What follows belongs to an exercise in optimizing a design on an open flow for small area, a short achievable clock period and few clock cycles; a production flow would make more cautious choices.
In this exercise RTL edits were held to simulation tests only and were not proved equivalent to the original.

v31:
==> flow/design.v <==
module gpu_block (
    input  wire         clk,
    input  wire         rst,
    input  wire         read_frame,
    input  wire         pixel_done,
    input  wire [2:0]   control_in,
    input  wire [7:0]   num_vertices_in,
    input  wire [23:0]  color_in,
    input  wire [767:0] vertices_in,
    output wire         computation_done,
    output wire         pixel_ready,
    output wire [23:0]  data_in,
    output wire [19:0]  address_in
);
    localparam S_IDLE  = 4'd0,
               S_START = 4'd1,
               S_LWAIT = 4'd2,
               S_L2    = 4'd5,
               S_L3    = 4'd6,
               S_L4    = 4'd7,
               S_STEP  = 4'd8,
               S_FSTEP = 4'd9,
               S_FIN   = 4'd10;
    reg [3:0] state;
    reg       idle;            
    reg       busy;            
    reg       ld;              
    reg       ld_n;            
    reg [29:0]  ring [0:15];
    reg [1:0]   v0c_hi;        
    reg         v1c_hi;        
    reg [23:0]  color;
    reg [2:0]   ctl;
    reg         lmode, first_only, is_cont;
    reg [4:0]   nv;
    integer k;
    always @(posedge clk) begin
        for (k = 0; k < 16; k = k + 1) begin
            ring[k] <= ~(({vertices_in[752-48*k +: 8], vertices_in[736-48*k +: 11],
                           vertices_in[720-48*k +: 11]} & {30{ld}}) |
                         (ring[(k+1) % 16] & {30{ld_n}}));
        end
        if (idle) begin
            v0c_hi <= vertices_in[761:760];
            v1c_hi <= vertices_in[712];
            color  <= color_in;
            ctl    <= control_in;
            lmode  <= (control_in == 3'b001);
            first_only <= (control_in == 3'b011) || (control_in == 3'b100);
            is_cont <= (control_in == 3'b100);
            nv     <= num_vertices_in[4:0];
        end
    end
    wire [29:0] ring0 = ~ring[0];      
    wire [29:0] ring1 = ~ring[1];
    wire [9:0]  f_xi = {v0c_hi, ring0[29:22]};
    wire [8:0]  f_yi = ring0[19:11];
    wire [9:0]  f_w_in = ring0[9:0];
    wire [8:0]  f_h_in = {v1c_hi, ring1[29:22]};
    reg  [4:0]  i;             
    reg  [7:0]  rem;           
    reg  [10:0] x1, y1;        
    reg  [3:0]  tv;            
    reg         havev;         
    reg         havej;         
    reg         fin_l;         
    wire [29:0] tap15 = ring[15];
    wire [29:0] tap7  = ring[7];
    wire [7:0]  jmask;
    genvar g;
    generate
        for (g = 0; g < 8; g = g + 1) begin : g_jm
            assign jmask[g] = (nv > g);
        end
    endgenerate
    function [2:0] lowbit;
        input [7:0] m;
        begin
            casez (m)
                8'b???????1: lowbit = 3'd0;
                8'b??????10: lowbit = 3'd1;
                8'b?????100: lowbit = 3'd2;
                8'b????1000: lowbit = 3'd3;
                8'b???10000: lowbit = 3'd4;
                8'b??100000: lowbit = 3'd5;
                8'b?1000000: lowbit = 3'd6;
                default:     lowbit = 3'd7;
            endcase
        end
    endfunction
    wire [2:0]  jnext    = lowbit(rem);
    wire [7:0]  rem_next = rem & ~(8'd1 << jnext);
    wire [4:0]  i_inc    = i + 5'd1;
    wire        last_i   = (i_inc == nv);
    wire [3:0]  want  = havev ? {1'b0, jnext} : i[3:0];
    wire        avail = (tv[2:0] == want[2:0]);
    wire [29:0] tap   = ((tv[3] == want[3]) ? tap15 : tap7) ^ {30{tv[0]}};
    wire [10:0] sx    = tap[21:11];
    wire [10:0] sy    = tap[10:0];
    wire [7:0]  vtx_m = tap[29:22] & jmask;
    wire        fe    = (state == S_LWAIT) || (state == S_STEP);
    wire        fetch_v = fe && !havev && !havej && !fin_l && avail;
    wire        fetch_j = fe && havev && !havej && avail;
    reg  signed [11:0] lx, ly;     
    reg  signed [11:0] u;          
    reg  [10:0] k1;                
    reg  signed [11:0] k2;         
    reg  [10:0] r;                 
    reg  [10:0] tdx, tdy;          
    reg         negx, negy, zx, zy;
    reg         sm, s, minc, cand;
    reg         dead_r;        
    wire [11:0] pdx = {1'b0, tdx} - {1'b0, x1};
    wire [11:0] ndx = {1'b0, x1} - {1'b0, tdx};
    wire [11:0] pdy = {1'b0, tdy} - {1'b0, y1};
    wire [11:0] ndy = {1'b0, y1} - {1'b0, tdy};
    wire [11:0] dxy = {1'b0, tdx} - {1'b0, tdy};
    wire [11:0] dyx = {1'b0, tdy} - {1'b0, tdx};
    wire        is_small = !dxy[11];
    wire        pos    = !zx && !zy && (negx == negy);
    wire [10:0] xmin   = negx ? lx[10:0] : x1;
    wire [10:0] xmax   = negx ? x1 : lx[10:0];
    wire [10:0] ymin   = negy ? ly[10:0] : y1;
    wire [10:0] ymax   = negy ? y1 : ly[10:0];
    wire [10:0] dmaj   = sm ? tdx : tdy;
    wire        c      = !u[11];
    wire signed [11:0] u_k1 = u + {1'b0, k1};
    wire signed [11:0] u_k2 = u + k2;
    wire signed [11:0] lx_inc = lx + 12'sd1;
    wire signed [11:0] ly_inc = ly + 12'sd1;
    wire signed [11:0] lx_min = s ? lx_inc : lx - 12'sd1;
    wire signed [11:0] ly_min = s ? ly_inc : ly - 12'sd1;
    reg  [9:0]  fx;
    reg  [8:0]  fy;
    wire [9:0]  fx1    = fx + 10'd1;
    wire        fvalid = (fx <= 10'd720) && (fy <= 9'd480);
    wire        lvalid = !lx[11] && !ly[11] && (lx <= 12'sd720) && (ly <= 12'sd480);
    wire        x_hi   = (lx > 12'sd720);
    wire        y_hi   = (ly > 12'sd480);
    wire        dead   = (x_hi && (sm || s)) || (y_hi && (!sm || s));
    wire        more   = (r != 11'd0) && !dead_r;
    wire [9:0]  f_w    = k1[9:0];
    wire [8:0]  f_h    = r[8:0];
    wire        fterm  = cand && fvalid && (first_only || (fy == f_h));
    reg         out_valid;
    reg  [17:0] out_addr;
    wire        adv = !out_valid || pixel_done;
    wire [9:0]  ax = lmode ? lx[9:0] : fx;
    wire [8:0]  ay = lmode ? ly[8:0] : fy;
    wire [12:0] ahi = {ay, 4'b0} - {4'b0, ay} + {8'b0, ax[9:5]};
    wire [17:0] addr_calc = {ahi, ax[4:0]};
    always @(posedge clk or posedge rst) begin
        if (rst) begin
            out_valid <= 1'b0;
        end else if (adv) begin
            out_valid <= cand && (((state == S_STEP) && lvalid) ||
                                  ((state == S_FSTEP) && fvalid));
        end
    end
    always @(posedge clk) begin
        if (adv) out_addr <= addr_calc;
    end
    always @(posedge clk or posedge rst) begin
        if (rst) begin
            state <= S_IDLE;
            idle  <= 1'b1;
            busy  <= 1'b0;
            ld    <= 1'b1;
            ld_n  <= 1'b0;
            cand  <= 1'b0;
            fx    <= 10'd0;
            fy    <= 9'd0;
        end else begin
            case (state)
                S_IDLE: if (read_frame) begin
                    state <= S_START;
                    idle  <= 1'b0;
                    busy  <= 1'b1;
                    ld    <= 1'b0;
                    ld_n  <= 1'b1;
                end
                S_START: begin
                    cand <= 1'b0;
                    if (lmode) begin
                        state <= (nv == 5'd0) ? S_FIN : S_LWAIT;
                        ld    <= (nv == 5'd0);
                        ld_n  <= !((nv == 5'd0));
                    end else begin
                        if (!is_cont) begin
                            fx <= f_xi;
                            fy <= f_yi;
                        end
                        state <= S_FSTEP;
                    end
                end
                S_LWAIT: begin
                    if (havej)       state <= S_L2;
                    else if (fin_l) begin
                        state <= S_FIN;
                        ld    <= 1'b1;
                        ld_n  <= 1'b0;
                    end
                end
                S_L2: state <= S_L3;
                S_L3: state <= S_L4;
                S_L4: state <= S_STEP;
                S_STEP: if (adv) begin
                    if (more) begin
                        cand <= 1'b1;
                    end else begin
                        cand <= 1'b0;
                        if (havej)       state <= S_L2;
                        else if (fin_l) begin
                            state <= S_FIN;
                            ld    <= 1'b1;
                            ld_n  <= 1'b0;
                        end else         state <= S_LWAIT;
                    end
                end
                S_FSTEP: if (adv) begin
                    if (fterm) begin
                        state <= S_FIN;
                        ld    <= 1'b1;
                        ld_n  <= 1'b0;
                    end else begin
                        cand <= 1'b1;
                        if (fx1 == f_w) begin
                            fx <= 10'd0;
                            fy <= fy + 9'd1;
                        end else begin
                            fx <= fx1;
                        end
                    end
                end
                S_FIN: if (adv) begin
                    state <= S_IDLE;
                    idle  <= 1'b1;
                    busy  <= 1'b0;
                end
                default: begin
                    state <= S_IDLE;
                    idle  <= 1'b1;
                    busy  <= 1'b0;
                    ld    <= 1'b1;
                    ld_n  <= 1'b0;
                end
            endcase
        end
    end
    always @(posedge clk) begin
        case (state)
            S_START: begin
                k1[9:0] <= f_w_in;
                r[8:0]  <= f_h_in;
            end
            S_L2: begin
                lx   <= {1'b0, tdx};
                ly   <= {1'b0, tdy};
                negx <= pdx[11];
                negy <= pdy[11];
                zx   <= (tdx == x1);
                zy   <= (tdy == y1);
            end
            S_L3: begin
                sm   <= is_small;
                s    <= pos;
                minc <= is_small ? (tdx != 11'd0) : 1'b1;
                k1   <= is_small ? tdy : tdx;
                k2   <= is_small ? dyx : dxy;
                r    <= is_small ? ((tdx == 11'd0) ? 11'd1 : tdx) : tdy;
                lx   <= {1'b0, (is_small || pos) ? xmin : xmax};
                ly   <= {1'b0, (!is_small || pos) ? ymin : ymax};
            end
            S_L4: begin
                u    <= {1'b0, k1} - {2'b0, dmaj[10:1]} - {11'b0, dmaj[0]};
            end
            S_STEP: if (adv && more) begin
                r <= r - 11'd1;
                u <= c ? u_k2 : u_k1;
                if (sm) begin
                    if (minc) lx <= lx_inc;
                    if (c)    ly <= ly_min;
                end else begin
                    ly <= ly_inc;
                    if (c)    lx <= lx_min;
                end
            end
            default: ;
        endcase
    end
    always @(posedge clk) begin
        dead_r <= dead;
        tv <= idle ? 4'd15 : tv + 4'd1;
        if (state == S_START) begin
            i     <= 5'd0;
            havev <= 1'b0;
            havej <= 1'b0;
            fin_l <= 1'b0;
        end else if (state == S_L2) begin
            havej <= 1'b0;
            tdx   <= pdx[11] ? ndx[10:0] : pdx[10:0];
            tdy   <= pdy[11] ? ndy[10:0] : pdy[10:0];
        end else if (fetch_v) begin
            x1 <= sx;
            y1 <= sy;
            rem <= vtx_m;
            if (vtx_m != 8'd0) havev <= 1'b1;
            else if (last_i)   fin_l <= 1'b1;
            else               i <= i_inc;
        end else if (fetch_j) begin
            tdx   <= sx;
            tdy   <= sy;
            rem   <= rem_next;
            havej <= 1'b1;
            if (rem_next == 8'd0) begin
                havev <= 1'b0;
                if (last_i) fin_l <= 1'b1;
                else        i <= i_inc;
            end
        end
    end
    assign computation_done = !busy;
    assign pixel_ready      = out_valid;
    assign data_in          = color;
    assign address_in       = {2'b00, out_addr};
endmodule
export LEC_CHECK = 0
export ABC_CLOCK_PERIOD_IN_PS = 3500
export CAP_MARGIN = 20
export CORE_MARGIN = 2
export CORE_UTILIZATION = 40
export CTS_CLUSTER_DIAMETER = 120
export CTS_CLUSTER_SIZE = 25
export PLACE_DENSITY = 0.6
export SLEW_MARGIN = 20
create_clock -name core_clock -period 9.5 [get_ports {clk}]
standard.sh (not shown) runs the stock make flow with config.mk's settings and CLKGATE_MAP_FILE= SYNTH_SCRIPT=/design/flow/synth_recipe.tcl, a recipe that flattens the netlist after the stock synthesis.
==> flow/flow/run.sh <==
#!/bin/bash
set -euo pipefail
export BUFFER_PORTS_ARGS="-buffer_cell sky130_fd_sc_hd__buf_1"
export SETUP_SLACK_MARGIN=6.45
bash standard.sh > standard.log 2>&1
v31: PASS, flow complete, no timing, DRC or antenna violations
Testbench counts of v31, summed over its fixed seeds: cycles 142,640.
Inputs modified between v31 and v23:
diff --git a/flow/design.v b/flow/design.v
--- a/flow/design.v
+++ b/flow/design.v
@@ -265,15 +265,15 @@
                 sm   <= is_small;
                 s    <= pos;
                 minc <= is_small ? (tdx != 11'd0) : 1'b1;
                 k1   <= is_small ? tdy : tdx;
-                k2   <= is_small ? dyx : dxy;
                 r    <= is_small ? ((tdx == 11'd0) ? 11'd1 : tdx) : tdy;
                 lx   <= {1'b0, (is_small || pos) ? xmin : xmax};
                 ly   <= {1'b0, (!is_small || pos) ? ymin : ymax};
             end
             S_L4: begin
                 u    <= {1'b0, k1} - {2'b0, dmaj[10:1]} - {11'b0, dmaj[0]};
+                k2   <= sm ? dyx : dxy;
             end
             S_STEP: if (adv && more) begin
                 r <= r - 11'd1;
                 u <= c ? u_k2 : u_k1;
Results
- Taking v31 as the reference point, the portion of the clock cycle consumed by the worst path in the final layout of v23 rises by 3.1 points.
- Final layout net count went up slightly going from v31 to v23.
- v23 does better than v31 on global-route wire length before repair.
- v23 -> v31: insertion delay of the later-clocked pin in the worst-skew pair flat
- Count of placed standard cells in the final layout, fillers left out (higher): v23
- Comparing v23 with v31, the cell area came out essentially unchanged.
- Against v31, v23 reports a critical path's largest stage delay that is higher.
- Status: die outline height parity (v23, v31)
- There was hardly any difference in clock network area share between v31 and v23.
Testbench counts of v23, summed over its fixed seeds: cycles 142,640.

-- what the ideal ports hide --
In the flow no input, the clock included, has a driving cell. The finished layouts below were timed again as built, in two steps. Step 1: set_driving_cell puts a clkbuf_16 on clk and a buf_2 on each other input, an assumption about the parent block. Step 2, shift: input delay + t, output delay - t, t = (earliest + latest rising clock arrival at the registers) / 2. This alone moves slack from input paths to output paths. a / b / c = no drivers / after step 1 / after step 2; a / b = the first two.
run | t, ns | setup WS [ns] | worst setup path at the end | latest minus earliest clock arrival (ns)
v31 | 0.655 | 6.353 / 6.339 / 5.956 | input to register | 0.043 / 0.042
v23 | 0.648 | 6.061 / 6.061 / 5.884 | input to register | 0.045 / 0.044
After both steps setup and hold are still met in every run listed. For v31, which loses most, drivers alone change the setup slack by -0.014 ns; drivers and shift together by -0.397 ns.
